What follows belongs to an exercise in optimizing a design on an open flow for small area, a short achievable clock period and few clock cycles; a production flow would make more cautious choices.
Function was checked by simulation only, so behaviour that the tests miss may differ from the original.
Power figures rest on the tool's default switching activity, not on a simulated workload.

// processor
module processor(input            clk,
                 input            rst,         
                 output [7:0]     mem_addr,
                 output           mem_we,
                 output [7:0]     mem_wdata,
                 input  [7:0]     mem_rdata,   
                 output           halted,
                 output [7:0]     v0
                );
    reg  [7:0] ar;         
    reg        mv;         
    reg  [7:0] ir;         
    reg  [3:0] sel_hi;     
    reg  [7:0] sel_lo;     
    reg        xv;         
    reg  [7:0] acc;
    reg  [7:0] b;          
    reg  [4:0] rw;         
    reg  [1:0] opw;        
    reg        wv;         
    reg        we_q;
    reg  [7:0] wd_q;
    reg        d1;         
    reg        ld1, ld2;   
    reg        halt_q;
    reg  [7:0] pm;         
    reg        mp, xp;     
    reg        bv;         
    reg  [7:0] btb_nx, btb_tgt;    
    reg        chk;        
    wire [2:0] op = ir[7:5];
    wire [4:0] ri = ir[4:0];
    wire       mis = chk & (wd_q != btb_tgt);
    wire       ex = xv & ~halt_q & ~mis;
    wire [7:0] rr, wres;
    wire       wen = wv & ~halt_q;
    shiftregs regfile(rr, v0, sel_hi, sel_lo, rw, wres, wen, clk, rst);
    alu wb(wres, acc, b, opw);
    wire [7:0] rv = (wv & (rw == ri)) ? wres : rr;
    wire is_acm  = (op == 3'd0);
    wire is_acmi = (op == 3'd1);
    wire is_bnz  = (op == 3'd4);
    wire is_lw   = (op == 3'd7);
    wire is_sw   = (op == 3'd6);
    wire wr_op   = (op == 3'd2) | (op == 3'd3) | (op == 3'd5);
    wire anz   = |acc;
    wire taken = ex & is_bnz & anz & ~xp;                  
    wire ptake = ex & is_bnz & anz & xp;                   
    wire memop = ex & op[2] & op[1];
    wire seqfx = ex & xp & ~(is_bnz & anz) & ~memop;       
    wire [7:0] pcx1 = xp ? btb_nx : pm;
    wire [7:0] ar1  = ar + 8'd1;
    wire hit   = bv & (ar1 == btb_nx);
    wire halt_set = wv & ~halt_q & (rw == 5'd31) & (|wres);
    assign mem_addr  = ar;
    assign mem_we    = we_q;
    assign mem_wdata = wd_q;
    assign halted    = halt_q;
    always @(posedge clk) begin
        ir   <= mem_rdata;
        sel_hi <= 4'b0001 << mem_rdata[4:3];
  ...
For scale: roughly 1100 cells after synthesis, ~36 I/O pins, ~15000 µm² of cells after synthesis.
Settings: LEC_CHECK=0, CAP_MARGIN=20, CORE_MARGIN=2, CORE_UTILIZATION=40, CTS_BUF_LIST=sky130_fd_sc_hd__clkbuf_16, CTS_CLUSTER_DIAMETER=100, CTS_CLUSTER_SIZE=22, SETUP_SLACK_MARGIN=3.8, SLEW_MARGIN=20; clock period 6.0 ns.
run.sh (not shown) runs the stock make flow with config.mk's settings and CLKGATE_MAP_FILE= SYNTH_SCRIPT=/design/flow/synth_recipe.tcl, a recipe that flattens the netlist after the stock synthesis.
Testbench counts at the start, summed over its fixed seeds: cycles 30,572.
Edit:
Settings changed: CORE_UTILIZATION 40 to 60, PLACE_DENSITY from default to 0.7, SETUP_SLACK_MARGIN 3.8 to 3.2.
Outcome:
- critical path depth does not change
- register-to-register slack degrades by 0.18 ns
- cell area came out lower by 15%
- area after synthesis does not change
- utilization rises by 15 points
- worst setup slack degrades by 0.18 ns
- non-clock buffer count came out lower by 144
- routed wire length decreases by 15%
- final cell count is lower by 17%
- die area came out lower by 33%
- sequential power barely changes
Edit:
Settings changed: CORE_UTILIZATION 60 to 40, PLACE_DENSITY 0.7 to default.
Outcome: Die area grows by about 50%; utilization shrinks by 22 points; wire length grows by 2.6%.
Edit:
Settings changed: ABC_AREA from default to 1.
Power decreases by 1.5%.
Synthesized cell count increases by 40%.
Sequential power is about the same.
Wire length increases by 10%.
Cell count increases by 32%.
Sequential share of layout area decreases by 2.1 points.

========
processor, a different RTL version from the one above (not shown whole).
Size: about 1200 cells after synthesis, roughly 390 flip-flops, roughly 0.016 mm^2 of cells after synthesis.
clock: 6.0 ns
lec_check: 0
cap_margin: 20
core_margin: 2
core_utilization: 70
cts_buf_list: sky130_fd_sc_hd__clkbuf_16
cts_cluster_diameter: 100
cts_cluster_size: 22
place_density: 0.8
setup_slack_margin: 3.5
slew_margin: 20
The first run ran to the end with no violations.
Testbench counts at the start, summed over its fixed seeds: cycles 30,636.
Change:
--- a/flow/config.mk
+++ b/flow/config.mk
@@ -10 +10 @@
-export CORE_UTILIZATION = 70
+export CORE_UTILIZATION = 60
@@ -14 +14 @@
-export PLACE_DENSITY = 0.8
+export PLACE_DENSITY = 0.7
After rerunning: The new run finished clean. Die area went up by about 16%. Design area went down by about 0.7%. Register-to-register slack is better by 90 ps.
Change:
--- a/flow/config.mk
+++ b/flow/config.mk
@@ -15 +15 @@
-export SETUP_SLACK_MARGIN = 3.5
+export SETUP_SLACK_MARGIN = 3.7
Sequential share of layout area falls by 2.4 points.
Flip-flop and latch count stays the same.
Synthesized area stays the same.
Change:
==> flow/flow/run.sh (new file) <==
#!/bin/bash
set -euo pipefail
export BUFFER_PORTS_ARGS="-buffer_cell sky130_fd_sc_hd__buf_2"
bash standard.sh > standard_flow.log 2>&1
==> flow/standard.sh (new file) <==
#!/bin/bash
# synth_recipe.tcl (not shown) runs the flow's synth.tcl, then flattens the netlist and writes it again
# the make line also repeats each setting of config.mk as NAME=value (left out here)
make -C /OpenROAD-flow-scripts/flow DESIGN_CONFIG=/design/flow/config.mk WORK_HOME=/design/flow/orfs CLKGATE_MAP_FILE= SYNTH_SCRIPT=/design/flow/synth_recipe.tcl "${@:-finish}"
--- a/flow/config.mk
+++ b/flow/config.mk
@@ -15 +15 @@
-export SETUP_SLACK_MARGIN = 3.7
+export SETUP_SLACK_MARGIN = 3.5
removed: flow/run.sh
=>
- The changed run finished clean
- register-to-register slack gets worse by 50 ps
- first-iteration DRC count came out higher by 19%
- die area is unchanged
- hold slack stays flat
- sequential cell count stays the same
- area after synthesis stays the same

========
v34:
processor, a different RTL version from the one above (not shown whole).
For scale: roughly 1000 cells after synthesis, roughly 13000 um2 of cells after synthesis.
==> flow/design.v (excerpt) <==
module processor(input            clk,
                 input            rst,         
                 output [7:0]     mem_addr,
                 output           mem_we,
                 output [7:0]     mem_wdata,
                 input  [7:0]     mem_rdata,   
                 output           halted,
                 output [7:0]     v0
                );
Settings: LEC_CHECK=0, CAP_MARGIN=20, CORE_MARGIN=2, CORE_UTILIZATION=40, SLEW_MARGIN=20; clock period 6.0 ns.
Stock flow here: none of the scripts above is used.
Testbench counts of v34, summed over its fixed seeds: cycles 33,942.
diff inputs: v34 => v11
- SETUP_SLACK_MARGIN: unset -> 3.2
### Flow results
Every stage of the flow completed for v34, and the final layout passed the timing, DRC and antenna checks.
The final layout from v11, which completed every stage, passed the timing, DRC and antenna checks at the end of the flow.
In the reports for v11 and v34, the smaller global-route usage belongs to v34.
In the flow results for v11 and v34, the count of multi-input combinational gates is smaller on v34.
Changes observed in v11 relative to v34: area used by multi-input combinational logic moved up, via count of the routed design moved up.
v11: met1 track demand over resource higher than v34
[compare] base=v34 new=v11: synthesis-to-finish area growth rose by 6.3 points, power shows an increase of 0.52%.
Between v11 and v34, the worst slew margin relative to its limit is higher for v11.
Summed negative setup slack over all endpoints came out exactly the same in v11 and v34.
Fraction of area in non-clock buffers: v11 > v34
Relative to v11, the following input files were edited for v5:
- CTS_CLUSTER_DIAMETER: unset -> 100
- CTS_BUF_LIST: unset -> sky130_fd_sc_hd__clkbuf_16
- CTS_CLUSTER_SIZE: unset -> 22
==> comparison <==
- Higher count of clock-buffer cells in the layout was reported by v11, not v5.
- There was hardly any difference in wire length between v5 and v11.
- A launching element of the worst setup path of ir[3] is what v11 shows, while b[2] belongs to v5.
- In terms of number of multi-input combinational cells in the layout, v11 and v5 differ only marginally.
- Reported for v11 and v5, final weighted congestion in routability-driven placement turned out identical to the last digit.
- Area growth from synthesis to layout, v11 and v5: higher on v11

========
Another version of the RTL of processor (not shown whole).
For scale: roughly 1100 cells after synthesis, roughly 370 flip-flops, ~36 I/O pins, ~0.015 mm² of cells after synthesis.
==> flow/config.mk <==
export PLATFORM = sky130hd
export DESIGN_NAME = processor
export DESIGN_NICKNAME = processor
export VERILOG_FILES = /design/flow/design.v
export SDC_FILE = /design/flow/constraint.sdc
export NUM_CORES = 4
export LEC_CHECK = 0
export CAP_MARGIN = 20
export CORE_MARGIN = 2
export CORE_UTILIZATION = 40
export CTS_BUF_LIST = sky130_fd_sc_hd__clkbuf_16
export CTS_CLUSTER_DIAMETER = 100
export CTS_CLUSTER_SIZE = 22
export SETUP_SLACK_MARGIN = 3.2
export SLEW_MARGIN = 20
==> flow/constraint.sdc <==
create_clock -name core_clock -period 6.0 [get_ports {clk}]
set_input_delay 1.2000 -clock core_clock [delete_from_list [all_inputs] [get_ports {clk}]]
set_output_delay 1.2000 -clock core_clock [all_outputs]
set_load 0.01 [all_outputs]
Testbench counts at the start, summed over its fixed seeds: cycles 30,636.
Next try:
CORE_UTILIZATION = 60   (was 40)
CTS_CLUSTER_SIZE = 28   (was 22)
PLACE_DENSITY = 0.7   (was default)
SETUP_SLACK_MARGIN = 3.4   (was 3.2)
=>
- hold slack stays flat
- total power came out lower by 3.1%
- setup slack gains 0.086 ns
- non-clock buffer count came out higher by 29
- flip-flop and latch count does not change
- count of clock-buffer cells in the layout came out lower by 4
- final area came out higher by 0.40%
- fmax came out higher by 3.2%
- wire length came out lower by 4.7%
- synthesized cell count stays the same
- die area came out lower by 33%
Next try:
CTS_CLUSTER_SIZE = 22   (was 28)
SETUP_SLACK_MARGIN = 3.3   (was 3.4)
Result: Worst hold slack hardly moves; power rose slightly; global-route usage fell by 0.13 points; die area is unchanged.

========
Starting RTL as in the previous note.
make LEC_CHECK=0 CAP_MARGIN=20 CORE_MARGIN=2 CORE_UTILIZATION=40 CTS_BUF_LIST=sky130_fd_sc_hd__clkbuf_16 CTS_CLUSTER_DIAMETER=100 CTS_CLUSTER_SIZE=22 SETUP_SLACK_MARGIN=3.7 SLEW_MARGIN=20 finish   # period 6.0 ns
Testbench counts at the start, summed over its fixed seeds: cycles 30,636.
Next try:
==> flow/flow/run.sh (new file) <==
#!/bin/bash
set -euo pipefail
export BUFFER_PORTS_ARGS="-buffer_cell sky130_fd_sc_hd__buf_2"
bash standard.sh > standard_flow.log 2>&1
==> flow/standard.sh (new file) <==
#!/bin/bash
# synth_recipe.tcl (not shown) runs the flow's synth.tcl, then flattens the netlist and writes it again
# the make line also repeats each setting of config.mk as NAME=value (left out here)
make -C /OpenROAD-flow-scripts/flow DESIGN_CONFIG=/design/flow/config.mk WORK_HOME=/design/flow/orfs CLKGATE_MAP_FILE= SYNTH_SCRIPT=/design/flow/synth_recipe.tcl "${@:-finish}"
--- a/flow/config.mk
+++ b/flow/config.mk
@@ -9,3 +9,3 @@
 export CORE_MARGIN = 2
-export CORE_UTILIZATION = 40
+export CORE_UTILIZATION = 60
 export CTS_BUF_LIST = sky130_fd_sc_hd__clkbuf_16
@@ -13,3 +13,4 @@
 export CTS_CLUSTER_SIZE = 22
-export SETUP_SLACK_MARGIN = 3.7
+export PLACE_DENSITY = 0.7
+export SETUP_SLACK_MARGIN = 3.5
 export SLEW_MARGIN = 20
removed: flow/run.sh
Final area goes down by roughly a tenth.
Routed wire length went down by roughly a tenth.
Worst setup slack is better by 58 ps.
Utilization came out higher by 18 points.
Register-to-register slack improved by 60 ps.
Maximum frequency came out higher by a few percent.
Power fell by a few percent.
Non-clock buffer count went down by 79.
Combinational power goes down by about a fifth.
Hold slack is about the same.
Via count is lower by a few percent.
Next try:
==> flow/run.sh (new file) <==
#!/bin/bash
# synth_recipe.tcl (not shown) runs the flow's synth.tcl, then flattens the netlist and writes it again
# the make line also repeats each setting of config.mk as NAME=value (left out here)
make -C /OpenROAD-flow-scripts/flow DESIGN_CONFIG=/design/flow/config.mk WORK_HOME=/design/flow/orfs CLKGATE_MAP_FILE= SYNTH_SCRIPT=/design/flow/synth_recipe.tcl finish
removed: flow/flow/run.sh
removed: flow/standard.sh
Effect: Utilization is higher by 0.89 points. Power is higher by 0.77%. Die area is unchanged. Setup slack improves by 21 ps. Design area is higher by 1.3%. Clock power stays flat.
Next try:
--- a/flow/config.mk
+++ b/flow/config.mk
@@ -9,3 +9,3 @@
 export CORE_MARGIN = 2
-export CORE_UTILIZATION = 60
+export CORE_UTILIZATION = 40
 export CTS_BUF_LIST = sky130_fd_sc_hd__clkbuf_16
@@ -13,3 +13,2 @@
 export CTS_CLUSTER_SIZE = 22
-export PLACE_DENSITY = 0.7
 export SETUP_SLACK_MARGIN = 3.5
The changed run finished with timing, DRC and antenna clean.
Wire length does not change.
Non-clock buffer count fell by 10.
Clock-buffer cell count stays the same.
Clock power hardly moves.
Critical path depth decreases by 1.

static timing again, ports no longer ideal:
Ports are ideal in the flow. The routed layouts listed here were re-timed in OpenROAD. Step 1, drivers: a clkbuf_16 drives clk and a buf_2 each remaining input, both assumed. Step 2, shift: input delay + t, output delay - t, t = (earliest + latest rising clock arrival at the registers) / 2. This alone moves slack from input paths to output paths. Three values: ideal, step 1, step 2; two values: the first two.
run | t (ns) | setup slack, ns | worst slew at a driven data input, ns
the first run of note 1 | 0.575 | 3.391 / 3.391 / 3.297 | 0.03
the second run of note 1 | 0.579 | 3.215 / 3.182 / 2.902 | 0.03
the third run of note 1 | 0.583 | 3.243 / 3.188 / 2.880 | 0.04
the fourth run of note 1 | 0.588 | 3.049 / 3.049 / 2.742 | 0.03
the first run of note 2 | 0.573 | 3.437 / 3.432 / 3.051 | 0.04
the second run of note 2 | 0.565 | 3.477 / 3.429 / 3.073 | 0.03
the third run of note 2 | 0.583 | 3.549 / 3.549 / 3.213 | 0.03
the fourth run of note 2 | 0.575 | 3.502 / 3.502 / 3.043 | 0.03
v34 | 0.609 | 2.389 / 2.389 / 2.192 | 0.04
v11 | 0.625 | 3.158 / 3.158 / 2.677 | 0.04
v5 | 0.570 | 3.182 / 3.182 / 2.732 | 0.04
the first run of note 4 | 0.577 | 3.239 / 3.188 / 2.891 | 0.03
the second run of note 4 | 0.566 | 3.325 / 3.325 / 3.003 | 0.03
the third run of note 4 | 0.579 | 3.224 / 3.224 / 2.814 | 0.03
the first run of note 5 | 0.588 | 3.407 / 3.407 / 3.179 | 0.03
the second run of note 5 | 0.568 | 3.465 / 3.465 / 3.089 | 0.03
the third run of note 5 | 0.571 | 3.486 / 3.483 / 2.974 | 0.03
the fourth run of note 5 | 0.590 | 3.372 / 3.372 / 3.061 | 0.03
After both steps every run listed still meets setup and hold. For the third run of note 5, which loses most, drivers alone change the setup slack by -0.003 ns; drivers and shift together by -0.512 ns.
